Source: an optimization exercise on an open RTL-to-GDS flow (aim: small area). Production flows keep margins and buffers that such runs may drop. At most, simulation tests tie the RTL to the original design; equivalence was not proved. No functional check of the RTL was part of runs 1, 2 and 5.

### flow/design.v
module scrolling (clock, resetn, we, byteenable, speed_in, val_out);
	input clock, resetn, we;
	input [31:0] speed_in;
	input [3:0] byteenable;
	output [31:0] val_out;
	reg [27:0] speed;
	reg [31:0] count;
	reg [2:0] rot;
	reg rotated;
	wire below;
	tcalc tc (.s(speed), .ch(count[31:4]), .below(below));
	always @(posedge clock or negedge resetn) begin
		if (!resetn) begin
			speed <= 28'd50;
			count <= 32'd0;
			rot <= 3'd0;
			rotated <= 1'b0;
		end else begin
			if (we & byteenable[0]) speed[7:0]   <= speed_in[7:0];
			if (we & byteenable[1]) speed[15:8]  <= speed_in[15:8];
			if (we & byteenable[2]) speed[23:16] <= speed_in[23:16];
			if (we & byteenable[3]) speed[27:24] <= speed_in[27:24];
			count <= below ? count + 32'd1 : 32'd0;
			rotated <= ~below;
			rot <= rot + {2'b00, rotated};
		end
	end
	genvar k;
	generate for (k = 0; k < 8; k = k + 1) begin : dig
		wire five = (rot == k) | (rot == ((k + 7) % 8));
		wire ten  = (rot == ((k + 6) % 8));
		assign val_out[4*k+3:4*k] = {ten, five, ten, five};
	end endgenerate
endmodule
module tcalc (s, ch, below);
	input [27:0] s, ch;
	output below;
	wire [18:0] ns = ~s[18:0];
	wire w1;
	xn xn1 (.a(s[13]), .b(s[11]), .y(w1));
	wire w2;
	orr orr1 (.a(s[13]), .b(s[11]), .y(w2));
	wire w3, w4;
	ha ha1 (.a(s[14]), .b(s[12]), .s(w3), .y(w4));
	wire w5;
	xn xn2 (.a(s[15]), .b(s[13]), .y(w5));
	wire w6;
	orr orr2 (.a(s[15]), .b(s[13]), .y(w6));
	wire w7;
	xn xn3 (.a(s[16]), .b(s[14]), .y(w7));
	wire w8;
	orr orr3 (.a(s[16]), .b(s[14]), .y(w8));
	wire w9, w10;
	ha ha2 (.a(s[12]), .b(s[9]), .s(w9), .y(w10));
	wire w11;
	xn xn4 (.a(s[17]), .b(s[15]), .y(w11));
	wire w12;
	orr orr4 (.a(s[17]), .b(s[15]), .y(w12));
	wire w13, w14;
	fa fa1 (.a(s[13]), .b(s[10]), .c(ns[8]), .s(w13), .y(w14));
	wire w15;
	xn xn5 (.a(s[18]), .b(s[16]), .y(w15));
	wire w16;
	orr orr5 (.a(s[18]), .b(s[16]), .y(w16));
	wire w17, w18;
	fa fa2 (.a(s[14]), .b(s[11]), .c(ns[9]), .s(w17), .y(w18));
	wire w19;
	xn xn6 (.a(s[19]), .b(s[17]), .y(w19));
	wire w20;
	orr orr6 (.a(s[19]), .b(s[17]), .y(w20));
	wire w21, w22;
	fa fa3 (.a(s[15]), .b(s[12]), .c(ns[10]), .s(w21), .y(w22));
	wire w23;
	xn xn7 (.a(s[20]), .b(s[18]), .y(w23));
	wire w24;
	orr orr7 (.a(s[20]), .b(s[18]), .y(w24));
	wire w25, w26;
	fa fa4 (.a(s[16]), .b(s[13]), .c(ns[11]), .s(w25), .y(w26));
	wire w27, w28;
	fa fa5 (.a(s[21]), .b(s[19]), .c(s[17]), .s(w27), .y(w28));
	wire w29, w30;
	ha ha3 (.a(s[14]), .b(ns[12]), .s(w29), .y(w30));
	wire w31, w32;
	fa fa6 (.a(s[22]), .b(s[20]), .c(s[18]), .s(w31), .y(w32));
	wire w33, w34;
	ha ha4 (.a(s[15]), .b(ns[13]), .s(w33), .y(w34));
	wire w35;
	xn xn8 (.a(s[23]), .b(s[21]), .y(w35));
	wire w36;
	orr orr8 (.a(s[23]), .b(s[21]), .y(w36));
	wire w37, w38;
	fa fa7 (.a(s[19]), .b(s[16]), .c(ns[14]), .s(w37), .y(w38));
	wire w39;
	xn xn9 (.a(s[24]), .b(s[22]), .y(w39));
	wire w40;
	orr orr9 (.a(s[24]), .b(s[22]), .y(w40));
	wire w41, w42;
	fa fa8 (.a(s[20]), .b(s[17]), .c(ns[15]), .s(w41), .y(w42));
	wire w43;
	xn xn10 (.a(s[25]), .b(s[23]), .y(w43));
	wire w44;
	orr orr10 (.a(s[25]), .b(s[23]), .y(w44));
	wire w45, w46;
	fa fa9 (.a(s[21]), .b(s[18]), .c(ns[16]), .s(w45), .y(w46));
	wire w47;
	xn xn11 (.a(s[26]), .b(s[24]), .y(w47));
	wire w48;
	orr orr11 (.a(s[26]), .b(s[24]), .y(w48));
	wire w49, w50;
	fa fa10 (.a(s[22]), .b(s[19]), .c(ns[17]), .s(w49), .y(w50));
	wire w51;
	xn xn12 (.a(s[27]), .b(s[25]), .y(w51));
	wire w52;
	orr orr12 (.a(s[27]), .b(s[25]), .y(w52));
	wire w53, w54;
	fa fa11 (.a(s[23]), .b(s[20]), .c(ns[18]), .s(w53), .y(w54));
	wire w55, w56;
	fa fa12 (.a(s[9]), .b(s[7]), .c(s[5]), .s(w55), .y(w56));
	wire w57;
	xn xn13 (.a(s[10]), .b(s[8]), .y(w57));
	wire w58;
	orr orr13 (.a(s[10]), .b(s[8]), .y(w58));
	wire w59, w60;
	ha ha5 (.a(s[6]), .b(s[3]), .s(w59), .y(w60));
	wire w61, w62;
	fa fa13 (.a(s[11]), .b(s[9]), .c(s[7]), .s(w61), .y(w62));
	wire w63, w64;
	fa fa14 (.a(s[4]), .b(ns[2]), .c(ns[0]), .s(w63), .y(w64));
	wire w65, w66;
	fa fa15 (.a(~s[12]), .b(s[10]), .c(s[8]), .s(w65), .y(w66));
	wire w67, w68;
	fa fa16 (.a(s[5]), .b(ns[3]), .c(ns[1]), .s(w67), .y(w68));
	wire w69, w70;
	fa fa17 (.a(s[12]), .b(w1), .c(s[9]), .s(w69), .y(w70));
	wire w71, w72;
	fa fa18 (.a(s[6]), .b(ns[4]), .c(ns[2]), .s(w71), .y(w72));
	wire w73, w74;
	fa fa19 (.a(w2), .b(w3), .c(s[10]), .s(w73), .y(w74));
	wire w75, w76;
	fa fa20 (.a(s[7]), .b(ns[5]), .c(ns[3]), .s(w75), .y(w76));
	wire w77, w78;
	fa fa21 (.a(w4), .b(w5), .c(s[11]), .s(w77), .y(w78));
	wire w79, w80;
	fa fa22 (.a(s[8]), .b(ns[6]), .c(ns[4]), .s(w79), .y(w80));
	wire w81, w82;
	fa fa23 (.a(w6), .b(w7), .c(w9), .s(w81), .y(w82));
	wire w83, w84;
	fa fa24 (.a(ns[7]), .b(ns[5]), .c(s[0]), .s(w83), .y(w84));
	wire w85, w86;
	fa fa25 (.a(w8), .b(w10), .c(w11), .s(w85), .y(w86));
	wire w87, w88;
	fa fa26 (.a(w13), .b(ns[6]), .c(s[1]), .s(w87), .y(w88));
	wire w89, w90;
	fa fa27 (.a(w12), .b(w14), .c(w15), .s(w89), .y(w90));
	wire w91, w92;
	fa fa28 (.a(w17), .b(ns[7]), .c(s[2]), .s(w91), .y(w92));
	wire w93, w94;
	fa fa29 (.a(w16), .b(w18), .c(w19), .s(w93), .y(w94));
	wire w95, w96;
	fa fa30 (.a(w21), .b(ns[8]), .c(s[3]), .s(w95), .y(w96));
	wire w97, w98;
	fa fa31 (.a(w20), .b(w22), .c(w23), .s(w97), .y(w98));
	wire w99, w100;
	fa fa32 (.a(w25), .b(ns[9]), .c(s[4]), .s(w99), .y(w100));
	wire w101, w102;
	fa fa33 (.a(w24), .b(w26), .c(w27), .s(w101), .y(w102));
	wire w103, w104;
	fa fa34 (.a(w29), .b(ns[10]), .c(s[5]), .s(w103), .y(w104));
	wire w105, w106;
	fa fa35 (.a(w28), .b(w30), .c(w31), .s(w105), .y(w106));
	wire w107, w108;
	fa fa36 (.a(w33), .b(ns[11]), .c(s[6]), .s(w107), .y(w108));
	wire w109, w110;
	fa fa37 (.a(w32), .b(w34), .c(w35), .s(w109), .y(w110));
	wire w111, w112;
	fa fa38 (.a(w37), .b(ns[12]), .c(s[7]), .s(w111), .y(w112));
	wire w113, w114;
	fa fa39 (.a(w36), .b(w38), .c(w39), .s(w113), .y(w114));
	wire w115, w116;
	fa fa40 (.a(w41), .b(ns[13]), .c(s[8]), .s(w115), .y(w116));
	wire w117, w118;
	fa fa41 (.a(w40), .b(w42), .c(w43), .s(w117), .y(w118));
	wire w119, w120;
	fa fa42 (.a(w45), .b(ns[14]), .c(s[9]), .s(w119), .y(w120));
	wire w121, w122;
	fa fa43 (.a(w44), .b(w46), .c(w47), .s(w121), .y(w122));
	wire w123, w124;
	fa fa44 (.a(w49), .b(ns[15]), .c(s[10]), .s(w123), .y(w124));
	wire w125, w126;
	fa fa45 (.a(w48), .b(w50), .c(w51), .s(w125), .y(w126));
	wire w127, w128;
	fa fa46 (.a(w53), .b(ns[16]), .c(s[11]), .s(w127), .y(w128));
	wire w129, w130;
	ha ha6 (.a(s[5]), .b(s[3]), .s(w129), .y(w130));
	wire w131;
	xn xn14 (.a(s[6]), .b(s[4]), .y(w131));
	wire w132;
	orr orr14 (.a(s[6]), .b(s[4]), .y(w132));
	wire w133, w134;
	fa fa47 (.a(s[7]), .b(s[5]), .c(s[3]), .s(w133), .y(w134));
	wire w135, w136;
	fa fa48 (.a(~s[8]), .b(s[6]), .c(s[4]), .s(w135), .y(w136));
	wire w137, w138;
	fa fa49 (.a(s[8]), .b(w55), .c(s[2]), .s(w137), .y(w138));
	wire w139, w140;
	fa fa50 (.a(w56), .b(w57), .c(w59), .s(w139), .y(w140));
	wire w141, w142;
	fa fa51 (.a(w58), .b(w60), .c(w61), .s(w141), .y(w142));
	wire w143, w144;
	fa fa52 (.a(w62), .b(w64), .c(w65), .s(w143), .y(w144));
	wire w145, w146;
	fa fa53 (.a(w66), .b(w68), .c(w69), .s(w145), .y(w146));
	wire w147, w148;
	fa fa54 (.a(w70), .b(w72), .c(w73), .s(w147), .y(w148));
	wire w149, w150;
	fa fa55 (.a(w74), .b(w76), .c(w77), .s(w149), .y(w150));
	wire w151, w152;
	fa fa56 (.a(w78), .b(w80), .c(w81), .s(w151), .y(w152));
	wire w153, w154;
	fa fa57 (.a(w82), .b(w84), .c(w85), .s(w153), .y(w154));
	wire w155, w156;
	fa fa58 (.a(w86), .b(w88), .c(w89), .s(w155), .y(w156));
	wire w157, w158;
	fa fa59 (.a(w90), .b(w92), .c(w93), .s(w157), .y(w158));
	wire w159, w160;
	fa fa60 (.a(w94), .b(w96), .c(w97), .s(w159), .y(w160));
	wire w161, w162;
	fa fa61 (.a(w98), .b(w100), .c(w101), .s(w161), .y(w162));
	wire w163, w164;
	fa fa62 (.a(w102), .b(w104), .c(w105), .s(w163), .y(w164));
	wire w165, w166;
	fa fa63 (.a(w106), .b(w108), .c(w109), .s(w165), .y(w166));
	wire w167, w168;
	fa fa64 (.a(w110), .b(w112), .c(w113), .s(w167), .y(w168));
	wire w169, w170;
	fa fa65 (.a(w114), .b(w116), .c(w117), .s(w169), .y(w170));
	wire w171, w172;
	fa fa66 (.a(w118), .b(w120), .c(w121), .s(w171), .y(w172));
	wire w173, w174;
	fa fa67 (.a(w122), .b(w124), .c(w125), .s(w173), .y(w174));
	wire w175, w176;
	fa fa68 (.a(~s[4]), .b(s[2]), .c(s[0]), .s(w175), .y(w176));
	wire w177, w178;
	fa fa69 (.a(s[4]), .b(w129), .c(s[1]), .s(w177), .y(w178));
	wire w179, w180;
	fa fa70 (.a(w130), .b(w131), .c(s[2]), .s(w179), .y(w180));
	wire w181, w182;
	fa fa71 (.a(w132), .b(w133), .c(s[0]), .s(w181), .y(w182));
	wire w183, w184;
	fa fa72 (.a(w134), .b(w135), .c(s[1]), .s(w183), .y(w184));
	wire w185, w186;
	fa fa73 (.a(w136), .b(w137), .c(ns[0]), .s(w185), .y(w186));
	wire w187, w188;
	fa fa74 (.a(w138), .b(w139), .c(ns[1]), .s(w187), .y(w188));
	wire w189, w190;
	fa fa75 (.a(w140), .b(w141), .c(w63), .s(w189), .y(w190));
	wire w191, w192;
	fa fa76 (.a(w142), .b(w143), .c(w67), .s(w191), .y(w192));
	wire w193, w194;
	fa fa77 (.a(w144), .b(w145), .c(w71), .s(w193), .y(w194));
	wire w195, w196;
	fa fa78 (.a(w146), .b(w147), .c(w75), .s(w195), .y(w196));
	wire w197, w198;
	fa fa79 (.a(w148), .b(w149), .c(w79), .s(w197), .y(w198));
	wire w199, w200;
	fa fa80 (.a(w150), .b(w151), .c(w83), .s(w199), .y(w200));
	wire w201, w202;
	fa fa81 (.a(w152), .b(w153), .c(w87), .s(w201), .y(w202));
	wire w203, w204;
	fa fa82 (.a(w154), .b(w155), .c(w91), .s(w203), .y(w204));
	wire w205, w206;
	fa fa83 (.a(w156), .b(w157), .c(w95), .s(w205), .y(w206));
	wire w207, w208;
	fa fa84 (.a(w158), .b(w159), .c(w99), .s(w207), .y(w208));
	wire w209, w210;
	fa fa85 (.a(w160), .b(w161), .c(w103), .s(w209), .y(w210));
	wire w211, w212;
	fa fa86 (.a(w162), .b(w163), .c(w107), .s(w211), .y(w212));
	wire w213, w214;
	fa fa87 (.a(w164), .b(w165), .c(w111), .s(w213), .y(w214));
	wire w215, w216;
	fa fa88 (.a(w166), .b(w167), .c(w115), .s(w215), .y(w216));
	wire w217, w218;
	fa fa89 (.a(w168), .b(w169), .c(w119), .s(w217), .y(w218));
	wire w219, w220;
	fa fa90 (.a(w170), .b(w171), .c(w123), .s(w219), .y(w220));
	wire w221, w222;
	fa fa91 (.a(w172), .b(w173), .c(w127), .s(w221), .y(w222));
	wire w223, w224;
	fa fa92 (.a(w194), .b(w195), .c(ch[14]), .s(w223), .y(w224));
	wire w225, w226;
	fa fa93 (.a(w196), .b(w197), .c(ch[15]), .s(w225), .y(w226));
	wire w227, w228;
	fa fa94 (.a(w198), .b(w199), .c(ch[16]), .s(w227), .y(w228));
	wire w229, w230;
	fa fa95 (.a(w200), .b(w201), .c(ch[17]), .s(w229), .y(w230));
	wire w231, w232;
	fa fa96 (.a(w202), .b(w203), .c(ch[18]), .s(w231), .y(w232));
	wire w233, w234;
	fa fa97 (.a(w204), .b(w205), .c(ch[19]), .s(w233), .y(w234));
	wire w235, w236;
	fa fa98 (.a(w206), .b(w207), .c(ch[20]), .s(w235), .y(w236));
	wire w237, w238;
	fa fa99 (.a(w208), .b(w209), .c(ch[21]), .s(w237), .y(w238));
	wire w239, w240;
	fa fa100 (.a(w210), .b(w211), .c(ch[22]), .s(w239), .y(w240));
	wire w241, w242;
	fa fa101 (.a(w212), .b(w213), .c(ch[23]), .s(w241), .y(w242));
	wire w243, w244;
	fa fa102 (.a(w214), .b(w215), .c(ch[24]), .s(w243), .y(w244));
	wire w245, w246;
	fa fa103 (.a(w216), .b(w217), .c(ch[25]), .s(w245), .y(w246));
	wire w247, w248;
	fa fa104 (.a(w218), .b(w219), .c(ch[26]), .s(w247), .y(w248));
	wire w249, w250;
	fa fa105 (.a(w220), .b(w221), .c(ch[27]), .s(w249), .y(w250));
	wire [27:0] x = {w220, w218, w216, w214, w212, w210, w208, w206, w204, w202, w200, w198, w196, w194, w192, w190, w188, w186, w184, w182, w180, w178, w176, s[3], ~s[3], s[2], 1'b1, s[0]};
	wire [27:0] y = {w221, w219, w217, w215, w213, w211, w209, w207, w205, w203, w201, w199, w197, w195, w193, w191, w189, w187, w185, w183, w181, w179, w177, w175, s[1], s[0], s[1], 1'b0};
	wire [13:0] tn;
	wire cc, cf;
	rca #(.N(14)) lo (.x(x[13:0]), .y(y[13:0]), .ci(1'b0), .s(tn), .co(cc));
	wire [14:0] cl;
	assign cl[0] = 1'b1;
	genvar i;
	generate for (i = 0; i < 14; i = i + 1) begin : cmp
		assign cl[i+1] = (tn[i] & ch[i]) | (cl[i] & (tn[i] | ch[i]));
	end endgenerate
	assign cf = cl[14];
	wire [13:0] u = {w249, w247, w245, w243, w241, w239, w237, w235, w233, w231, w229, w227, w225, w223};
	wire [14:0] v = {w250, w248, w246, w244, w242, w240, w238, w236, w234, w232, w230, w228, w226, w224, 1'b0};
	wire [14:0] ce, cg;
	assign ce[0] = cc;
	assign cg[1] = (u[0] & cc) | (u[0] & cf) | (cc & cf);
	assign cg[0] = 1'b0;
	generate for (i = 0; i < 14; i = i + 1) begin : hi
		assign ce[i+1] = (x[14+i] & y[14+i]) | (ce[i] & (x[14+i] | y[14+i]));
		if (i > 0) begin : g
			assign cg[i+1] = (u[i] & v[i]) | (cg[i] & (u[i] | v[i]));
		end
	end endgenerate
	assign below = ce[14] ? (v[14] ^ cg[14]) : ~(v[14] | cg[14]);
endmodule
module rca #(parameter N = 4) (x, y, ci, s, co);
	input [N-1:0] x, y;
	input ci;
	output [N-1:0] s;
	output co;
	wire [N:0] c;
	assign c[0] = ci;
	genvar i;
	generate for (i = 0; i < N; i = i + 1) begin : b
		fa f (.a(x[i]), .b(y[i]), .c(c[i]), .s(s[i]), .y(c[i+1]));
	end endgenerate
	assign co = c[N];
endmodule
module fa (a, b, c, s, y);
	input a, b, c;
	output s, y;
	assign s = a ^ b ^ c;
	assign y = (a & b) | (c & (a ^ b));
endmodule
module ha (a, b, s, y);
	input a, b;
	output s, y;
	assign s = a ^ b;
	assign y = a & b;
endmodule
module xn (a, b, y);
	input a, b;
	output y;
	assign y = ~(a ^ b);
endmodule
module orr (a, b, y);
	input a, b;
	output y;
	assign y = a | b;
endmodule
module scrolling_avalon_interface (clock, resetn, write, writedata, read, readdata, byteenable, chipselect, val_out);
	input clock, resetn;
	input read, write, chipselect;
	input [3:0] byteenable;
	input [31:0] writedata;
	output [31:0] readdata;
	output [31:0] val_out;
	wire [31:0] from_reg;
	assign readdata = from_reg;
	assign val_out = from_reg;
	scrolling U1 (.clock(clock), .resetn(resetn), .we(chipselect & write), .byteenable(byteenable),
	              .speed_in(writedata), .val_out(from_reg));
endmodule
### flow/flow/run.sh
#!/bin/bash
# Standard layout, with plain buf_1 cells as the port buffers.
set -euo pipefail
bash standard.sh finish "BUFFER_PORTS_ARGS=-buffer_cell sky130_fd_sc_hd__buf_1" > standard.log 2>&1
### flow/standard.sh
#!/bin/bash
# synth_recipe.tcl (not shown) runs the flow's synth.tcl, then flattens the netlist and writes it again
# the make line also repeats each setting of config.mk as NAME=value (left out here)
make -C /OpenROAD-flow-scripts/flow DESIGN_CONFIG=/design/flow/config.mk WORK_HOME=/design/flow/orfs CLKGATE_MAP_FILE= SYNTH_SCRIPT=/design/flow/synth_recipe.tcl "${@:-finish}"
### flow/config.mk
export PLATFORM = sky130hd
export DESIGN_NAME = scrolling_avalon_interface
export DESIGN_NICKNAME = scrolling_avalon_interface
export VERILOG_FILES = /design/flow/design.v
export SDC_FILE = /design/flow/constraint.sdc
export NUM_CORES = 4
export LEC_CHECK = 0
export CAP_MARGIN = 20
export CORE_MARGIN = 2
export CORE_UTILIZATION = 40
export CTS_BUF_LIST = sky130_fd_sc_hd__clkbuf_8 sky130_fd_sc_hd__clkbuf_4
export SLEW_MARGIN = 20
export SYNTH_HIERARCHICAL = 1
export SYNTH_MINIMUM_KEEP_SIZE = 0
### flow/constraint.sdc
create_clock -name core_clock -period 10.0 [get_ports {clock}]
set_input_delay 2.0000 -clock core_clock [delete_from_list [all_inputs] [get_ports {clock}]]
set_output_delay 2.0000 -clock core_clock [all_outputs]
set_load 0.01 [all_outputs]
==> flow_summary.ini, run 1 <==
[run_status]
outcome = no timing/DRC/antenna violations

[critical_path]
cp-startpoint = U1.speed[1]$_DFFE_PN1P_
end_kind = register
worst_ep_arrival_time_ps = 8800
cp_top_family = adder cells
critPathBufInv = 1
critPathKind = register to register
cp-start-kind = register
path_cells = fa_1, fa_1, fa_1, fa_1, fa_1, fa_1, fa_1, fa_1, fa_1, fa_1, fa_1, fa_1, fa_1, maj3_2, or3_1, a31oi_2, a41oi_1, nand3_1, o211ai_2, mux2_4, inv_1, or4_1, nand2_1
critical_path_peak_fanout = 28
cpMostUsedCell = fa_1
cp.required_ps = 10320
r2r_start = U1.speed[1]$_DFFE_PN1P_
cp_slowest_cell = or4_1
slowest_delay_ps = 630

[drt]
dr_total_vias = 4690
routedWlPerCell_um = 16.6
drtAntennaViolNets = 0
drtPass1Iterations = 4
vias_per_cell = 5.33
wl_met2_um = 7370
top_layer = met4
wl_met3_um = 495
drc_errors = 0
m1WireLength_um = 6450
first_iter_violations = 191
routed_wl_um = 14600

[synth]
ys_types = 60
async_flop_share_pct = 100
yosys.area_share.xor_xnor_pct = 3.55
synth_compound_area_share_pct = 9.71
syn_area_per_cell_um2 = 11.3
seq_area_frac_synth_pct = 23.2
synthAdderAreaFrac_pct = 36.8
ys_seq_elements = 64
postSynthCellCount = 612
syn_area_um2 = 6910
synth_flop_cell = dfrtp_1
synth_mux_area_share_pct = 4.93
yosys_warnings = 7
synth_edf_count = 0
synth_top_family_by_area = adder cells
synthSimpleGateAreaFrac_pct = 12.8

[layout]
drive_above_1_share_pct = 5.04
insertedDiodeCount = 0
layout_common_cells = fa_1 (119), buf_1 (98), dfrtp_1 (61)
fin_cells = 880
nFillCells = 1683
multi_input_area_um2 = 4690
area_growth_pct = 5.62
nets = 820
stdcell_area_um2 = 7290
seqCellArea_um2 = 1610
final_common_cell = fa_1

[clocking]
cts_setup_buffers = 0
clkSlewWorstSetupHoldPaths_ps = 90
cts.path.max_buffers = 2
cts_tree = built
htree_levels = 3
cts_hold_buf = 0
clock-sinks = 64
cts_resized = 0
numCtsBuffers = 9
clock_latency_ps = 370
clock_tree.root_cell = clkbuf_8

[floorplan]
die_x_um = 135
rows = 48
pin_count = 105
start_util_pct = 40.5
die_h_um = 135
dieArea_um2 = 18300
coreArea_um2 = 17100

[timing]
grt_setup_unrepaired = no
finalSetupTns_ps = 0
slew_violations = 0
min_period_over_period_pct = 84.8
max_slew_margin_pct = 39.1
finalHoldViolCount = 0
final.min_clock_period_ps = 8480
fin_skew_ps = 16.1
finalSetupViolCount = 0
tightest_slew_ps = 912
max_freq_mhz = 118

[job]
cap_violations = 0

[placement]
dp_cells = 864
hpwl_um = 11900
place_area_um2 = 7040
port_buffers = 99
gp_congestion = 0.847

[global_route]
antenna_found_initial = 0
grt_overflow = 0
grt_max_degree = 65
grt.total_usage_pct = 16.8
grt_pass1_vias = 4786
grt_pass1_wl_um = 24100

[worst_hold_path]
hold_class = register to register
min_from = U1.count[0]$_DFF_PN0_
-- final cells by class --
class	instances	area share (%)
clock buffer	9	1.70
clock inverter	7	1.72
inverter	24	1.24
multi-input combinational	451	64.3
sequential	64	22.0
tap	225	3.86
timing repair buffer	100	5.22
-- per-layer routing --
metal / global-route usage (%) / vias up
li1: - / 2149
met1: 22.0 / 2412
met2: 28.7 / 111
met3: 2.69 / 18
met4: 5.21 / 0
met5: 0 / -
-- per-module statistics from Yosys (local to each module, per instance), excerpt --
module | area, um^2 | flip-flops and latches | cells inside
scrolling_avalon_interface | 246 | 0 | 33
ha | 12.5 | 0 | 1
xn | 8.76 | 0 | 1
orr | 6.26 | 0 | 1
tcalc | 806 | 0 | 135
scrolling | 3190 | 64 | 292
fa | 20.0 | 0 | 1
-- kinds of logic after synthesis --
family	count (synthesis)
fa+ha+maj	132
compound gates	97
flops	64
other cells	2
mux	30
xor+xnor	28
simple gates	161
buf+inv	98
-- final timing paths --
check / end / slack (ps) / cells past startpoint
max in group asynchronous: U1.count[30]$_DFF_PN0_ / 7640 / 2
max reg2reg: U1.count[18]$_DFF_PN0_ / 1520 / 23
max: U1.count[18]$_DFF_PN0_ / 1520 / 23
min reg2reg: U1.count[0]$_DFF_PN0_ / 480 / 1
min in group asynchronous: U1.speed[3]$_DFFE_PN0P_ / 1800 / 2
min: U1.count[0]$_DFF_PN0_ / 480 / 1
-- cell usage after synthesis, types with 3 or more instances --
library cell	count	area, um^2
a211oi_1	3	22.5
a21oi_1	24	120
a222oi_1	3	30.0
a22oi_1	5	37.5
a31oi_1	4	25.0
and2_1	6	37.5
and3_1	4	25.0
and4_1	6	52.6
buf_4	64	480
clkbuf_1	8	30.0
dfrtp_1	61	1530
dfstp_2	3	78.8
fa_1	119	2380
ha_1	10	125
inv_1	24	90.1
mux2_1	28	315
nand2_1	36	135
nand2b_1	3	18.8
nand3_1	10	50.1
nand4_1	17	106
nor2_1	27	101
nor2b_1	4	25.0
nor3_1	5	25.0
nor4_1	4	25.0
o211ai_1	3	22.5
o21ai_0	11	55.1
o21ai_1	5	25.0
o221ai_1	4	35.0
o22ai_1	5	31.3
o31ai_1	15	113
or2_1	17	106
or3_1	4	25.0
or4_1	12	90.1
xnor2_1	19	166
xor2_1	9	78.8
-- registers in the layout (all words and copies together) (netlist names) --
signal and flops:
U1.rot 3, U1.speed 28, U1.count 32, U1.rotated 1
-- worst reg2reg max path, cell delays in order (launching register included) --
cell and delay (ps):
dfstp_2 440, fa_1 420, fa_1 390, fa_1 400, fa_1 390, fa_1 390
fa_1 390, fa_1 380, fa_1 380, fa_1 400, fa_1 400, fa_1 430
fa_1 400, fa_1 440, maj3_2 350, or3_1 330, a31oi_2 260, a41oi_1 180
nand3_1 130, o211ai_2 100, mux2_4 290, inv_1 410, or4_1 640, nand2_1 80
-- metrics by stage --
step           hold WS [ps]  utilization [%]  setup slack (ps)
5_1_grt                 503             42.8              1190
6_report                479             42.8              1520
3_5_place_dp            462             41.3              1480
2_1_floorplan           438                -              2160
4_1_cts                 482             42.8              1470
3_3_place_gp            445             41.3              1680
==> run 2, diff against run 1 <==
--- a/flow/design.v
+++ b/flow/design.v
@@ -289,44 +289,40 @@
 	wire w223, w224;
-	fa fa92 (.a(w194), .b(w195), .c(ch[14]), .s(w223), .y(w224));
+	fa fa92 (.a(w198), .b(w199), .c(ch[16]), .s(w223), .y(w224));
 	wire w225, w226;
-	fa fa93 (.a(w196), .b(w197), .c(ch[15]), .s(w225), .y(w226));
+	fa fa93 (.a(w200), .b(w201), .c(ch[17]), .s(w225), .y(w226));
 	wire w227, w228;
-	fa fa94 (.a(w198), .b(w199), .c(ch[16]), .s(w227), .y(w228));
+	fa fa94 (.a(w202), .b(w203), .c(ch[18]), .s(w227), .y(w228));
 	wire w229, w230;
-	fa fa95 (.a(w200), .b(w201), .c(ch[17]), .s(w229), .y(w230));
+	fa fa95 (.a(w204), .b(w205), .c(ch[19]), .s(w229), .y(w230));
 	wire w231, w232;
-	fa fa96 (.a(w202), .b(w203), .c(ch[18]), .s(w231), .y(w232));
+	fa fa96 (.a(w206), .b(w207), .c(ch[20]), .s(w231), .y(w232));
 	wire w233, w234;
-	fa fa97 (.a(w204), .b(w205), .c(ch[19]), .s(w233), .y(w234));
+	fa fa97 (.a(w208), .b(w209), .c(ch[21]), .s(w233), .y(w234));
 	wire w235, w236;
-	fa fa98 (.a(w206), .b(w207), .c(ch[20]), .s(w235), .y(w236));
+	fa fa98 (.a(w210), .b(w211), .c(ch[22]), .s(w235), .y(w236));
 	wire w237, w238;
-	fa fa99 (.a(w208), .b(w209), .c(ch[21]), .s(w237), .y(w238));
+	fa fa99 (.a(w212), .b(w213), .c(ch[23]), .s(w237), .y(w238));
 	wire w239, w240;
-	fa fa100 (.a(w210), .b(w211), .c(ch[22]), .s(w239), .y(w240));
+	fa fa100 (.a(w214), .b(w215), .c(ch[24]), .s(w239), .y(w240));
 	wire w241, w242;
-	fa fa101 (.a(w212), .b(w213), .c(ch[23]), .s(w241), .y(w242));
+	fa fa101 (.a(w216), .b(w217), .c(ch[25]), .s(w241), .y(w242));
 	wire w243, w244;
-	fa fa102 (.a(w214), .b(w215), .c(ch[24]), .s(w243), .y(w244));
+	fa fa102 (.a(w218), .b(w219), .c(ch[26]), .s(w243), .y(w244));
 	wire w245, w246;
-	fa fa103 (.a(w216), .b(w217), .c(ch[25]), .s(w245), .y(w246));
-	wire w247, w248;
-	fa fa104 (.a(w218), .b(w219), .c(ch[26]), .s(w247), .y(w248));
-	wire w249, w250;
-	fa fa105 (.a(w220), .b(w221), .c(ch[27]), .s(w249), .y(w250));
+	fa fa103 (.a(w220), .b(w221), .c(ch[27]), .s(w245), .y(w246));
 	wire [27:0] x = {w220, w218, w216, w214, w212, w210, w208, w206, w204, w202, w200, w198, w196, w194, w192, w190, w188, w186, w184, w182, w180, w178, w176, s[3], ~s[3], s[2], 1'b1, s[0]};
 	wire [27:0] y = {w221, w219, w217, w215, w213, w211, w209, w207, w205, w203, w201, w199, w197, w195, w193, w191, w189, w187, w185, w183, w181, w179, w177, w175, s[1], s[0], s[1], 1'b0};
-	wire [13:0] tn;
+	wire [15:0] tn;
 	wire cc, cf;
-	rca #(.N(14)) lo (.x(x[13:0]), .y(y[13:0]), .ci(1'b0), .s(tn), .co(cc));
-	wire [14:0] cl;
+	rca #(.N(16)) lo (.x(x[15:0]), .y(y[15:0]), .ci(1'b0), .s(tn), .co(cc));
+	wire [16:0] cl;
 	assign cl[0] = 1'b1;
 	genvar i;
-	generate for (i = 0; i < 14; i = i + 1) begin : cmp
+	generate for (i = 0; i < 16; i = i + 1) begin : cmp
 		assign cl[i+1] = (tn[i] & ch[i]) | (cl[i] & (tn[i] | ch[i]));
 	end endgenerate
-	assign cf = cl[14];
-	wire [13:0] u = {w249, w247, w245, w243, w241, w239, w237, w235, w233, w231, w229, w227, w225, w223};
-	wire [14:0] v = {w250, w248, w246, w244, w242, w240, w238, w236, w234, w232, w230, w228, w226, w224, 1'b0};
-	wire [14:0] ce, cg;
+	assign cf = cl[16];
+	wire [11:0] u = {w245, w243, w241, w239, w237, w235, w233, w231, w229, w227, w225, w223};
+	wire [12:0] v = {w246, w244, w242, w240, w238, w236, w234, w232, w230, w228, w226, w224, 1'b0};
+	wire [12:0] ce, cg;
 	assign ce[0] = cc;
@@ -334,4 +330,4 @@
 	assign cg[0] = 1'b0;
-	generate for (i = 0; i < 14; i = i + 1) begin : hi
-		assign ce[i+1] = (x[14+i] & y[14+i]) | (ce[i] & (x[14+i] | y[14+i]));
+	generate for (i = 0; i < 12; i = i + 1) begin : hi
+		assign ce[i+1] = (x[16+i] & y[16+i]) | (ce[i] & (x[16+i] | y[16+i]));
 		if (i > 0) begin : g
@@ -340,3 +336,3 @@
 	end endgenerate
-	assign below = ce[14] ? (v[14] ^ cg[14]) : ~(v[14] | cg[14]);
+	assign below = ce[12] ? (v[12] ^ cg[12]) : ~(v[12] | cg[12]);
 endmodule
==> run 2 against run 1 <==
Against the previous run:
- count of clock-buffer cells in the layout increased by 1
- critical endpoint unchanged
- critical path depth increased by 6
- highest routed layer unchanged
- final area decreased by 1.8%
- still clean on timing, DRC and antenna
==> flow_summary.ini, run 2 <==
[drt]
drtPass1Iterations = 4
routed_wl_um = 14000
drtAntennaViolNets = 0
routedWlPerCell_um = 16.4
drc_errors = 0
vias_per_cell = 5.21
first_iter_violations = 236
dr_total_vias = 4446

[layout]
fin_cells = 853
reg.largest.list = U1.count x32, U1.speed x28, U1.rot x3
largest_register_ffs = 32
nets = 798
area_growth_pct = 5.20
regMostFlops = U1.count
layout_common_cells = fa_1 (119), buf_1 (98), dfrtp_1 (61)
insertedDiodeCount = 0
drive_above_1_share_pct = 5.37
final_common_cell = fa_1
fin_util_pct = 43.2

[clocking]
clock_latency_ps = 370
cts_setup_buffers = 0
cts_resized = 0
cts_tree = built
clock-sinks = 64
clock_tree.root_cell = clkbuf_8
cts.path.max_buffers = 2
clkSlewWorstSetupHoldPaths_ps = 80
numCtsBuffers = 9
cts_hold_buf = 0
htree_levels = 3

[timing]
tightest_slew_ps = 820
max_slew_margin_pct = 45.3
fin_skew_ps = 17.2
finalSetupTns_ps = 0
min_period_over_period_pct = 94.6
finalHoldViolCount = 0
grt_setup_unrepaired = no
max_freq_mhz = 106
final.min_clock_period_ps = 9460
finalSetupViolCount = 0
slew_violations = 0

[synth]
syn_area_um2 = 6810
yosysTopAreaCell = fa_1
postSynthCellCount = 588
yosysMostFrequentCell = fa_1
ys_seq_elements = 64
ys_types = 61
synth_top_area_share_pct = 35.0
async_flop_share_pct = 100
synthTopCellsByArea = fa_1 (35%), dfrtp_1 (22%), buf_4 (7.1%)
synthTopCellsByCount = fa_1 (119), buf_4 (64), dfrtp_1 (61), mux2_1 (28), nand2_1 (26)
yosys_warnings = 7
seq_area_frac_synth_pct = 23.6
synth_edf_count = 0
synth_flop_cell = dfrtp_1
syn_area_per_cell_um2 = 11.6

[placement]
hpwl_um = 11500
port_buffers = 99
gp_congestion = 0.850
dp_cells = 837

[floorplan]
pin_count = 105
coreArea_um2 = 16600
die_h_um = 134
start_util_pct = 41.0
rows = 47
dieArea_um2 = 18100
die_x_um = 134

[critical_path]
cp-start-kind = register
end_kind = register
critPathKind = register to register
cp_top_family = adder cells
crit_cells = 29
critPathBufInv = 1
cp-startpoint = U1.speed[1]$_DFFE_PN1P_
cpMostUsedCell = fa_1
reg2reg_slack_ps = 540
worst_ep_arrival_time_ps = 9770
r2r_start = U1.speed[1]$_DFFE_PN1P_
worstReg2RegEnd = U1.count[18]$_DFF_PN0_
slowest_delay_ps = 530
cp.required_ps = 10300
r2r_cells = 29
cp_slowest_cell = or4_1
critical_path_peak_fanout = 7

[worst_hold_path]
hold_class = register to register
whs_path_depth = 1
min_from = U1.rotated$_DFF_PN0_
min_to = U1.rot[0]$_DFF_PN0_

[global_route]
grt_max_degree = 65
grt_pass1_wl_um = 23400
grt_pass1_vias = 4698
grt_overflow = 0
grt.total_usage_pct = 16.4
antenna_found_initial = 0

[job]
cap_violations = 0

[run_status]
outcome = no timing/DRC/antenna violations
## run 2: worst register-to-register path: cells and delay by family, from the launching register on
kind            cells  cell delay [ps]
flops               1              440
fa+ha+maj          17             6560
compound gates      6              730
buf+inv             1               80
simple gates        5             1600
## run 2: cell type report
type / count / area, um^2
clock buffer: 10 / 138
clock inverter: 6 / 68.8
fill: 1596 / 9420
inverter: 24 / 90.1
multi-input combinational: 427 / 4590
sequential: 64 / 1610
tap: 220 / 275
timing repair buffer: 102 / 395
## run 2: metrics by stage
stage          worst slack [ps]  hold slack, ps  instance area (um^2)
6_report                    537             468                  7160
5_1_grt                     184             488                  7160
4_1_cts                     548             474                  7160
3_5_place_dp                588             455                  6950
3_3_place_gp                723             444                  6950
2_1_floorplan               854             438                  6810
## run 2: modules after synthesis (local to each module, per instance), excerpt
module | cells | times used | flip-flops and latches | cell area, um^2
scrolling | 292 | 1 | 64 | 3190
tcalc | 111 | 1 | 0 | 706
scrolling_avalon_interface | 33 | 1 | 0 | 246
fa | 1 | 119 | 0 | 20.0
ha | 1 | 6 | 0 | 12.5
xn | 1 | 14 | 0 | 8.76
orr | 1 | 13 | 0 | 6.26
## run 2: cell families after synthesis
group           after synthesis  synth area share (%)
simple gates                147                  12.3
xor+xnor                     28                  3.60
compound gates               86                  8.94
buf+inv                      98                  9.06
other cells                   2                 0.110
mux                          29                  4.78
flops                        64                  23.6
fa+ha+maj                   134                  37.6
## run 2: worst max path at each step
| stage | to | slack (ps) |
|---|---|---|
| 3_5_place_dp | U1.count[18]$_DFF_PN0_ | 590 |
| 4_1_cts | U1.count[18]$_DFF_PN0_ | 550 |
| 6_report | U1.count[18]$_DFF_PN0_ | 540 |
| 5_1_grt | U1.count[18]$_DFF_PN0_ | 180 |
| 3_3_place_gp | U1.count[18]$_DFF_PN0_ | 720 |
| 2_1_floorplan | U1.count[18]$_DFF_PN0_ | 850 |
## run 2: per-layer routing
| layer | up-vias | part of all wire, % | track usage, % | wire [um] |
|---|---|---|---|---|
| li1 | 2066 | - | - | - |
| met1 | 2253 | 43 | 20.9 | 5980 |
| met2 | 109 | 52 | 28.6 | 7250 |
| met3 | 18 | 3.5 | 3.21 | 486 |
| met4 | 0 | 1.8 | 4.74 | 258 |
| met5 | - | 0 | 0 | 0 |
==> run 3, diff against run 2 <==
--- a/flow/design.v
+++ b/flow/design.v
@@ -11,2 +11,12 @@
 	tcalc tc (.s(speed), .ch(count[31:4]), .below(below));
+	wire [32:0] cy;
+	wire [31:0] inc;
+	assign cy[0] = 1'b1;
+	genvar i;
+	generate for (i = 0; i < 32; i = i + 1) begin : ct
+		assign inc[i] = count[i] ^ cy[i];
+		assign cy[i+1] = count[i] & cy[i];
+	end endgenerate
+	always @(posedge clock)
+		count <= (below & resetn) ? inc : 32'd0;
 	always @(posedge clock or negedge resetn) begin
@@ -14,3 +24,2 @@
 			speed <= 28'd50;
-			count <= 32'd0;
 			rot <= 3'd0;
@@ -22,3 +31,2 @@
 			if (we & byteenable[3]) speed[27:24] <= speed_in[27:24];
-			count <= below ? count + 32'd1 : 32'd0;
 			rotated <= ~below;
--- a/flow/config.mk
+++ b/flow/config.mk
@@ -10,3 +10,3 @@
 export CORE_UTILIZATION = 40
-export CTS_BUF_LIST = sky130_fd_sc_hd__clkbuf_8 sky130_fd_sc_hd__clkbuf_4
+export CTS_BUF_LIST = sky130_fd_sc_hd__clkbuf_4
 export SLEW_MARGIN = 20
==> run 3 against run 2 <==
Against the previous run:
- clock skew fell by 1.3 ps
- final area fell by 7.0%
- largest cell class unchanged
- highest routed layer unchanged
==> flow_summary.ini, run 3 <==
[run_status]
outcome = no timing/DRC/antenna violations

[synth]
yosys_warnings = 7
postSynthCellCount = 516
ys_seq_elements = 64
yosysTopAreaCell = fa_1
synthTopCellsByArea = fa_1 (38%), dfrtp_1 (11%), dfxtp_1 (10%)
syn_area_um2 = 6350
yosysMostFrequentCell = fa_1
ys_types = 41
synthTopCellsByCount = fa_1 (119), buf_4 (64), ha_1 (39), and3_1 (32), dfxtp_1 (32)
syn_area_per_cell_um2 = 12.3
seq_area_frac_synth_pct = 22.7
async_flop_share_pct = 50.0
synth_edf_count = 0
synth_top_area_share_pct = 37.5
synth_flop_cell = dfxtp_1

[global_route]
grt_pass1_wl_um = 18800
antenna_found_initial = 0
grt.total_usage_pct = 14.6
grt_overflow = 0
grt_max_degree = 64
grt_pass1_vias = 3941

[clocking]
htree_levels = 3
numCtsBuffers = 9
cts_tree = built
cts_hold_buf = 0
clock_tree.root_cell = clkbuf_4
cts.path.max_buffers = 2
clock-sinks = 64
cts_resized = 0
clock_latency_ps = 440
clkSlewWorstSetupHoldPaths_ps = 110
cts_setup_buffers = 0

[drt]
dr_total_vias = 3784
drc_errors = 0
first_iter_violations = 123
vias_per_cell = 4.87
drtPass1Iterations = 4
drtAntennaViolNets = 0
routed_wl_um = 11500
routedWlPerCell_um = 14.8

[layout]
nets = 755
multi_input_area_um2 = 4310
largest_register_ffs = 32
final_common_cell = fa_1
area_growth_pct = 4.77
insertedDiodeCount = 0
layout_common_cells = fa_1 (119), buf_1 (98), ha_1 (39)
reg.largest.list = U1.count x32, U1.speed x28, U1.rot x3
nFillCells = 1472
drive_above_1_share_pct = 10.3
regMostFlops = U1.count
seqCellArea_um2 = 1450

[floorplan]
coreArea_um2 = 15700
die_x_um = 130
die_h_um = 130
pin_count = 105
dieArea_um2 = 16900
start_util_pct = 40.4
rows = 46

[timing]
finalHoldViolCount = 0
finalSetupViolCount = 0
max_freq_mhz = 112
grt_setup_unrepaired = no
final.min_clock_period_ps = 8930
min_period_over_period_pct = 89.3
worst_hold_slack_ps = 437
finalSetupTns_ps = 0
slew_violations = 0
fin_skew_ps = 15.9
max_slew_margin_pct = 56.1
tightest_slew_ps = 658

[placement]
gp_congestion = 0.820
hpwl_um = 9720
port_buffers = 99

[critical_path]
cp.required_ps = 10390
cp-start-kind = register
critPathKind = register to register
critical_path_peak_fanout = 32
end_kind = register
worst_ep_arrival_time_ps = 9310

[job]
cap_violations = 0

[worst_hold_path]
hold_class = register to register
## run 3: cell type report
class | count | share of cell area [%]
Clock buffer | 12 | 1.35
Inverter | 22 | 1.24
Tap cell | 216 | 4.06
Sequential cell | 64 | 21.7
Multi-Input combinational cell | 358 | 64.8
Timing Repair Buffer | 101 | 5.83
Clock inverter | 4 | 1.03
## run 3: Yosys stat by module, one instance, submodules excluded, excerpt
module | flops+latches | area (um^2) | times used | cells inside
scrolling_avalon_interface | 0 | 246 | 1 | 33
orr | 0 | 6.26 | 13 | 1
tcalc | 0 | 653 | 1 | 107
scrolling | 64 | 2790 | 1 | 224
xn | 0 | 8.76 | 14 | 1
ha | 0 | 12.5 | 6 | 1
fa | 0 | 20.0 | 119 | 1
## run 3: per-layer routing
metal,GRT usage (%),vias up,wire (um)
li1,-,1760,-
met3,2.42,13,481
met5,0,-,0
met2,26.1,109,5880
met4,5.82,0,190
met1,17.6,1902,4970
## run 3: through the flow
stage	area (um^2)	cells	setup WS (ps)	utilization (%)
finish	6660	777	1070	42.4
global route	6660	777	564	42.4
CTS	6660	777	972	42.4
detailed placement	6500	761	983	41.3
global placement	6500	761	1090	41.3
floorplan	6360	517	1640	-
## run 3: cells by family (layout without fill, tap and decap cells)
family,Yosys count,in the layout,synth area share [%]
multiplexers,31,31,5.44
buffers and inverters,95,139,9.45
other,2,3,0.118
adder cells (fa/ha/maj),165,165,46.4
flip-flops,64,64,22.7
XOR/XNOR,17,17,2.34
AO/OA/AOI/OAI,54,54,5.79
AND/OR/NAND/NOR,88,88,7.74
## run 3: final timing paths
| path | from | cells after the start | slack, ps | to |
|---|---|---|---|---|
| hold / removal | U1.count[0]$_SDFF_PN0_ | 1 | 440 | U1.count[0]$_SDFF_PN0_ |
| max in group asynchronous | resetn | 2 | 7880 | U1.speed[22]$_DFFE_PN0P_ |
| setup reg to reg | U1.speed[1]$_DFFE_PN1P_ | 27 | 1070 | U1.count[31]$_SDFF_PN0_ |
| setup / recovery | U1.speed[1]$_DFFE_PN1P_ | 27 | 1070 | U1.count[31]$_SDFF_PN0_ |
| hold reg to reg | U1.count[0]$_SDFF_PN0_ | 1 | 440 | U1.count[0]$_SDFF_PN0_ |
| min in group asynchronous | resetn | 2 | 1670 | U1.speed[0]$_DFFE_PN0P_ |
## run 3: critical path: stages (launching register included)
cell and delay [ps]:
dfstp_2 460, fa_1 420, fa_1 390, fa_1 390
fa_1 390, fa_1 400, fa_1 390, fa_1 380
fa_1 390, fa_1 400, fa_1 390, fa_1 390
fa_1 390, fa_1 390, fa_1 390, fa_1 510
nand2_1 70, and3_1 170, or3_1 320, or3_1 350
a31oi_1 260, o21ai_0 160, ha_1 310, mux2i_1 60
mux2i_1 160, buf_4 300, nand2_1 110, nor2_1 120
==> run 4, diff against run 3 <==
--- a/flow/design.v
+++ b/flow/design.v
@@ -19,4 +19,2 @@
 	end endgenerate
-	always @(posedge clock)
-		count <= (below & resetn) ? inc : 32'd0;
 	always @(posedge clock or negedge resetn) begin
@@ -24,2 +22,3 @@
 			speed <= 28'd50;
+			count <= 32'd0;
 			rot <= 3'd0;
@@ -31,2 +30,3 @@
 			if (we & byteenable[3]) speed[27:24] <= speed_in[27:24];
+			count <= below ? inc : 32'd0;
 			rotated <= ~below;
==> run 4 against run 3 <==
Against the previous run:
- count of clock-buffer cells in the layout shrank 1
- critical path depth unchanged
- register-to-register slack improved by 40 ps
- still clean
- worst setup slack gained 38 ps
- core utilization grew 0.18 points
- clock skew up 8.1 ps
- first-iteration DRC count is 30% lower
- area after synthesis is 2.2% higher
==> flow_summary.ini, run 4 <==
[timing]
tightest_slew_ps = 795
fin_skew_ps = 24.1
finalSetupViolCount = 0
finalSetupTns_ps = 0
max_slew_margin_pct = 47.0
grt_setup_unrepaired = no
slew_violations = 0
final.min_clock_period_ps = 8890
max_freq_mhz = 113
finalHoldViolCount = 0
min_period_over_period_pct = 88.9

[layout]
final_common_cell = fa_1
regMostFlops = U1.count
insertedDiodeCount = 0
layout_common_cells = fa_1 (119), buf_1 (98), dfrtp_1 (61)
reg.largest.list = U1.count x32, U1.speed x28, U1.rot x3
largest_register_ffs = 32
drive_above_1_share_pct = 10.2
stdcell_area_um2 = 6760
area_growth_pct = 4.07
fin_util_pct = 42.5
nets = 754

[critical_path]
cp-start-kind = register
end_kind = register
critical_path_peak_fanout = 31
critPathKind = register to register
cp.required_ps = 10380
worst_ep_arrival_time_ps = 9260
r2r_start = U1.speed[1]$_DFFE_PN1P_
cp-startpoint = U1.speed[1]$_DFFE_PN1P_
r2r_cells = 27
reg2reg_slack_ps = 1110
worstReg2RegEnd = U1.count[0]$_DFF_PN0_

[placement]
gp_congestion = 0.848
place_area_um2 = 6650
hpwl_um = 9620
port_buffers = 99

[synth]
synth_mux_area_share_pct = 5.32
ys_seq_elements = 64
syn_area_um2 = 6490
synth_top_area_share_pct = 36.7
postSynthCellCount = 512
synth_top_family_by_area = adder cells
yosysTopAreaCell = fa_1
synth_flop_cell = dfrtp_1
synth_edf_count = 0
yosys.area_share.xor_xnor_pct = 2.29
synthAdderAreaFrac_pct = 45.4
seq_area_frac_synth_pct = 24.7
syn_area_per_cell_um2 = 12.7
synth_compound_area_share_pct = 5.67
synthTopCellsByCount = fa_1 (119), buf_4 (64), dfrtp_1 (61), ha_1 (39), and2_1 (36)
yosys_warnings = 7
yosysMostFrequentCell = fa_1
async_flop_share_pct = 100
ys_types = 40
synthSimpleGateAreaFrac_pct = 7.44
synthTopCellsByArea = fa_1 (37%), dfrtp_1 (24%), ha_1 (7.5%)

[global_route]
grt_overflow = 0
grt_pass1_wl_um = 19400
antenna_found_initial = 0
grt_max_degree = 65
grt_pass1_vias = 3957
grt.total_usage_pct = 14.1

[run_status]
outcome = no timing/DRC/antenna violations

[floorplan]
die_x_um = 131
pin_count = 105
start_util_pct = 40.9
rows = 46
die_h_um = 131
dieArea_um2 = 17300
coreArea_um2 = 15900

[clocking]
cts_tree = built
numCtsBuffers = 9
cts_setup_buffers = 0
clock-sinks = 64
clock_latency_ps = 440
clkSlewWorstSetupHoldPaths_ps = 110
clock_tree.root_cell = clkbuf_4
cts.path.max_buffers = 2
cts_resized = 0
htree_levels = 3
cts_hold_buf = 0

[drt]
vias_per_cell = 4.88
drtAntennaViolNets = 0
routedWlPerCell_um = 14.7
drtPass1Iterations = 4
first_iter_violations = 86
routed_wl_um = 11400
dr_total_vias = 3787
drc_errors = 0

[worst_hold_path]
whs_path_depth = 1
min_from = U1.count[0]$_DFF_PN0_
hold_class = register to register
min_to = U1.count[0]$_DFF_PN0_

[job]
cap_violations = 0
==> run 4: worst max-delay path, stage by stage, from the launching register on <==
cell and delay [ps]:
dfstp_2 460, fa_1 420, fa_1 390, fa_1 390
fa_1 390, fa_1 400, fa_1 390, fa_1 380
fa_1 380, fa_1 390, fa_1 400, fa_1 400
fa_1 390, fa_1 390, fa_1 400, fa_1 520
nand2_1 70, and3_1 170, or3_1 320, or3_1 360
a31oi_1 250, o21ai_0 160, ha_1 310, mux2i_1 70
mux2i_1 150, buf_4 280, inv_1 110, nor2_1 100
==> run 4: per-stage QoR <==
step,instances,hold WS [ps],worst slack (ps)
floorplan,513,403,1700
global placement,760,424,1090
detailed placement,760,425,1000
CTS,776,442,983
global route,776,468,612
finish,776,436,1110
==> run 4: Yosys stat by module (local to each module, per instance), a selection <==
module | copies in the design | area, um^2 | flip-flops and latches
scrolling | 1 | 2930 | 64
tcalc | 1 | 653 | 0
orr | 13 | 6.26 | 0
xn | 14 | 8.76 | 0
ha | 6 | 12.5 | 0
scrolling_avalon_interface | 1 | 246 | 0
fa | 119 | 20.0 | 0
==> run 4: layout make-up <==
class                      count  area (um^2)
clock buffer                  11         82.6
inverter                      22         82.6
clock inverter                 5         26.3
sequential                    64         1610
multi-input combinational    357         4300
tap                          216          270
timing repair buffer         101          388
fill                        1477         9130
==> run 4: worst max path at each step <==
stage / end / slack, ps / depth (start not counted)
after floorplan: U1.count[11]$_DFF_PN0_ / 1700 / 26
after global placement: U1.count[0]$_DFF_PN0_ / 1090 / 27
after detailed placement: U1.count[31]$_DFF_PN0_ / 1000 / 27
after CTS: U1.count[31]$_DFF_PN0_ / 980 / 27
after global routing: U1.count[0]$_DFF_PN0_ / 610 / 27
final: U1.count[0]$_DFF_PN0_ / 1110 / 27
==> run 4: logic make-up after synthesis <==
| family | after synthesis |
|---|---|
| adder cells (fa/ha/maj) | 165 |
| flip-flops | 64 |
| AND/OR/NAND/NOR | 87 |
| multiplexers | 31 |
| AO/OA/AOI/OAI | 54 |
| buffers and inverters | 92 |
| other | 2 |
| XOR/XNOR | 17 |
==> run 4: metal layers <==
metal  up-vias  GRT usage, %  share of wire (%)
met5         -             0                  0
met4         0          5.19                1.8
met3        15          2.62                4.5
met2       129          24.2                 50
met1      1915          17.8                 44
li1       1728             -                  -
==> run 5, diff against run 4 <==
--- a/flow/design.v
+++ b/flow/design.v
@@ -19,9 +19,8 @@
 	end endgenerate
-	always @(posedge clock or negedge resetn) begin
-		if (!resetn) begin
+	always @(posedge clock)
+		count <= (below & resetn) ? inc : 32'd0;
+	always @(posedge clock)
+		if (!resetn)
 			speed <= 28'd50;
-			count <= 32'd0;
-			rot <= 3'd0;
-			rotated <= 1'b0;
-		end else begin
+		else begin
 			if (we & byteenable[0]) speed[7:0]   <= speed_in[7:0];
@@ -30,3 +29,8 @@
 			if (we & byteenable[3]) speed[27:24] <= speed_in[27:24];
-			count <= below ? inc : 32'd0;
+		end
+	always @(posedge clock or negedge resetn) begin
+		if (!resetn) begin
+			rot <= 3'd0;
+			rotated <= 1'b0;
+		end else begin
 			rotated <= ~below;
==> flow/flow/run.sh (replaced) <==
#!/bin/bash
# Standard layout with plain buf_1 cells as the port buffers and a clock tree
# of clkbuf_4 cells without dummy loads.
set -euo pipefail
bash standard.sh finish "BUFFER_PORTS_ARGS=-buffer_cell sky130_fd_sc_hd__buf_1" \
  "CTS_ARGS=-sink_clustering_enable -repair_clock_nets -buf_list sky130_fd_sc_hd__clkbuf_4 -dont_use_dummy_load" \
  > standard.log 2>&1
==> run 5 against run 4 <==
Against the previous run:
- still clean
- first-iteration DRC count increased by 84%
- clock skew increased by 10 ps
- register-to-register slack got worse by 160 ps
- critical path depth decreased by 1
- synthesized cell count increased by 15%
- critical path type unchanged
- highest routed layer unchanged
==> flow_summary.ini, run 5 <==
[clocking]
htree_levels = 3
cts_resized = 0
clkSlewWorstSetupHoldPaths_ps = 90
numCtsBuffers = 9
cts.path.max_buffers = 2
clock_tree.root_cell = clkbuf_4
clock_latency_ps = 440
cts_setup_buffers = 0
cts_tree = built
clock-sinks = 64
cts_hold_buf = 0

[synth]
async_flop_share_pct = 6.25
yosysTopAreaCell = fa_1
synth_edf_count = 0
seq_area_frac_synth_pct = 19.7
syn_area_um2 = 6590
synthTopCellsByArea = fa_1 (36%), dfxtp_1 (18%), buf_4 (7.4%)
yosys_warnings = 7
synth_top_area_share_pct = 36.2
yosysMostFrequentCell = fa_1
ys_types = 49
synthTopCellsByCount = fa_1 (119), buf_4 (65), dfxtp_1 (60), ha_1 (39), nand2_1 (34)
ys_seq_elements = 64
syn_area_per_cell_um2 = 11.2
synth_flop_cell = dfxtp_1
postSynthCellCount = 587

[global_route]
grt.total_usage_pct = 15.1
grt_overflow = 0
grt_max_degree = 89
antenna_found_initial = 0
grt_pass1_wl_um = 21300
grt_pass1_vias = 4321

[drt]
drc_errors = 0
drtPass1Iterations = 4
drtAntennaViolNets = 0
routedWlPerCell_um = 15.0
routed_wl_um = 12400
dr_total_vias = 4245
first_iter_violations = 158
vias_per_cell = 5.14

[layout]
final_common_cell = fa_1
insertedDiodeCount = 0
fin_cells = 826
fin_util_pct = 41.4
regMostFlops = U1.count
largest_register_ffs = 32
drive_above_1_share_pct = 7.05
area_growth_pct = 0.551
layout_common_cells = fa_1 (119), buf_1 (98), dfxtp_1 (60)
reg.largest.list = U1.count x32, U1.speed x28, U1.rot x3
nets = 811
nFillCells = 1575

[critical_path]
worst_ep_arrival_time_ps = 9400
cp.required_ps = 10350
r2r_cells = 26
slowest_delay_ps = 520
critPathKind = register to register
cpMostUsedCell = fa_1
end_kind = register
critical_path_peak_fanout = 32
cp-start-kind = register
cp_slowest_cell = fa_1

[timing]
fin_skew_ps = 34.4
finalHoldViolCount = 0
tightest_slew_ps = 1010
finalSetupViolCount = 0
grt_setup_unrepaired = no
final.min_clock_period_ps = 9050
worst_hold_slack_ps = 424
max_slew_margin_pct = 33.0
max_freq_mhz = 110
slew_violations = 0
min_period_over_period_pct = 90.5
finalSetupTns_ps = 0
setup_ws_ps = 946

[run_status]
outcome = no timing/DRC/antenna violations

[placement]
gp_congestion = 0.833
preCtsSetupSlack_ps = 875
port_buffers = 99
hpwl_um = 10300
dp_cells = 817

[worst_hold_path]
hold_class = register to register
whs_path_depth = 1

[job]
cap_violations = 0

[floorplan]
coreArea_um2 = 16000
pin_count = 105
start_util_pct = 41.2
die_h_um = 132
rows = 46
die_x_um = 132
dieArea_um2 = 17500
run 5: cell count changes after synthesis, sizes merged, moves of 25 or more:
cell | before | now
and2 | 36 | 10
and3 | 2 | 32
dfrtp | 61 | 4
dfxtp | 0 | 60
mux2 | 28 | 0
nand4 | 0 | 25
o21ai | 11 | 36
run 5: layout make-up:
type	instances	area [um^2]	share of cell area, %
multi-input cells	411	4500	68.0
flip-flops and latches	64	1300	19.6
well taps	216	270	4.08
inverters	25	93.8	1.42
repair buffers	101	388	5.85
clock buffers	9	67.6	1.02
run 5: metal layers:
layer  global-route usage (%)  up-vias  wire, um
met5                        0        -         0
met4                     3.76        0       119
met3                     2.92       10       616
met2                     26.6      139      6260
met1                     19.1     2124      5410
li1                         -     1972         -
run 5: worst paths after layout:
path	from	end	slack, ps
max in group asynchronous	resetn	U1.rotated$_DFF_PN0_	7790
hold / removal	U1.count[0]$_SDFF_PN0_	U1.count[0]$_SDFF_PN0_	420
setup / recovery	U1.speed[1]$_SDFFE_PN1P_	U1.count[8]$_SDFF_PN0_	950
min in group asynchronous	resetn	U1.rot[2]$_DFF_PN0_	1700
hold reg to reg	U1.count[0]$_SDFF_PN0_	U1.count[0]$_SDFF_PN0_	420
setup reg to reg	U1.speed[1]$_SDFFE_PN1P_	U1.count[8]$_SDFF_PN0_	950
run 5: through the flow:
step	area [um^2]
final	6630
after global routing	6630
after CTS	6630
after detailed placement	6560
after global placement	6560
after floorplan	6590
run 5: critical path: cells and delay by family (launching register included):
family / cells / cell delay (ps)
AO/OA/AOI/OAI: 2 / 370
adder cells (fa/ha/maj): 16 / 6480
buffers and inverters: 1 / 290
flip-flops: 1 / 480
multiplexers: 2 / 220
AND/OR/NAND/NOR: 5 / 1120
run 5: kinds of logic after synthesis:
group,after synthesis,synth area share (%)
AND/OR/NAND/NOR,141,11.9
adder cells (fa/ha/maj),165,44.7
other,2,0.114
flip-flops,64,19.7
AO/OA/AOI/OAI,82,8.79
buffers and inverters,113,12.0
multiplexers,3,0.456
XOR/XNOR,17,2.26
run 5: modules after synthesis, one instance, submodules excluded, excerpt:
module / flip-flops and latches / times used / cells
scrolling_avalon_interface: 0 / 1 / 33
xn: 0 / 14 / 1
tcalc: 0 / 1 / 107
scrolling: 64 / 1 / 295
fa: 0 / 119 / 1
ha: 0 / 6 / 1
orr: 0 / 13 / 1

## static timing again, ports no longer ideal
In the flow no input, the clock included, has a driving cell. The finished layouts below were timed again as built, in two steps. Step 1, drivers: a clkbuf_16 drives clock and a buf_2 each remaining input, both assumed. Step 2 times the ports against the registers' clock, not the clock port: input delays grow and output delays shrink by t, the midpoint of the rising clock arrivals with the driver on. Three values: ideal, step 1, step 2; two values: the first two.
run | t, ns | setup slack, ns | hold slack, ns | worst slew at a driven data input, ns | pins driven straight from the clock port
run 1 | 0.397 | 1.520 / 1.520 / 1.520 | 0.479 / 0.479 / 0.479 | 0.05 | 1
run 2 | 0.401 | 0.537 / 0.537 / 0.537 | 0.468 / 0.468 / 0.468 | 0.04 | 1
run 3 | 0.466 | 1.073 / 1.073 / 1.073 | 0.437 / 0.437 / 0.437 | 0.04 | 1
run 4 | 0.461 | 1.111 / 1.111 / 1.111 | 0.436 / 0.436 / 0.436 | 0.03 | 1
run 5 | 0.456 | 0.946 / 0.946 / 0.946 | 0.424 / 0.424 / 0.424 | 0.05 | 1
After both steps every run listed still meets setup and hold.
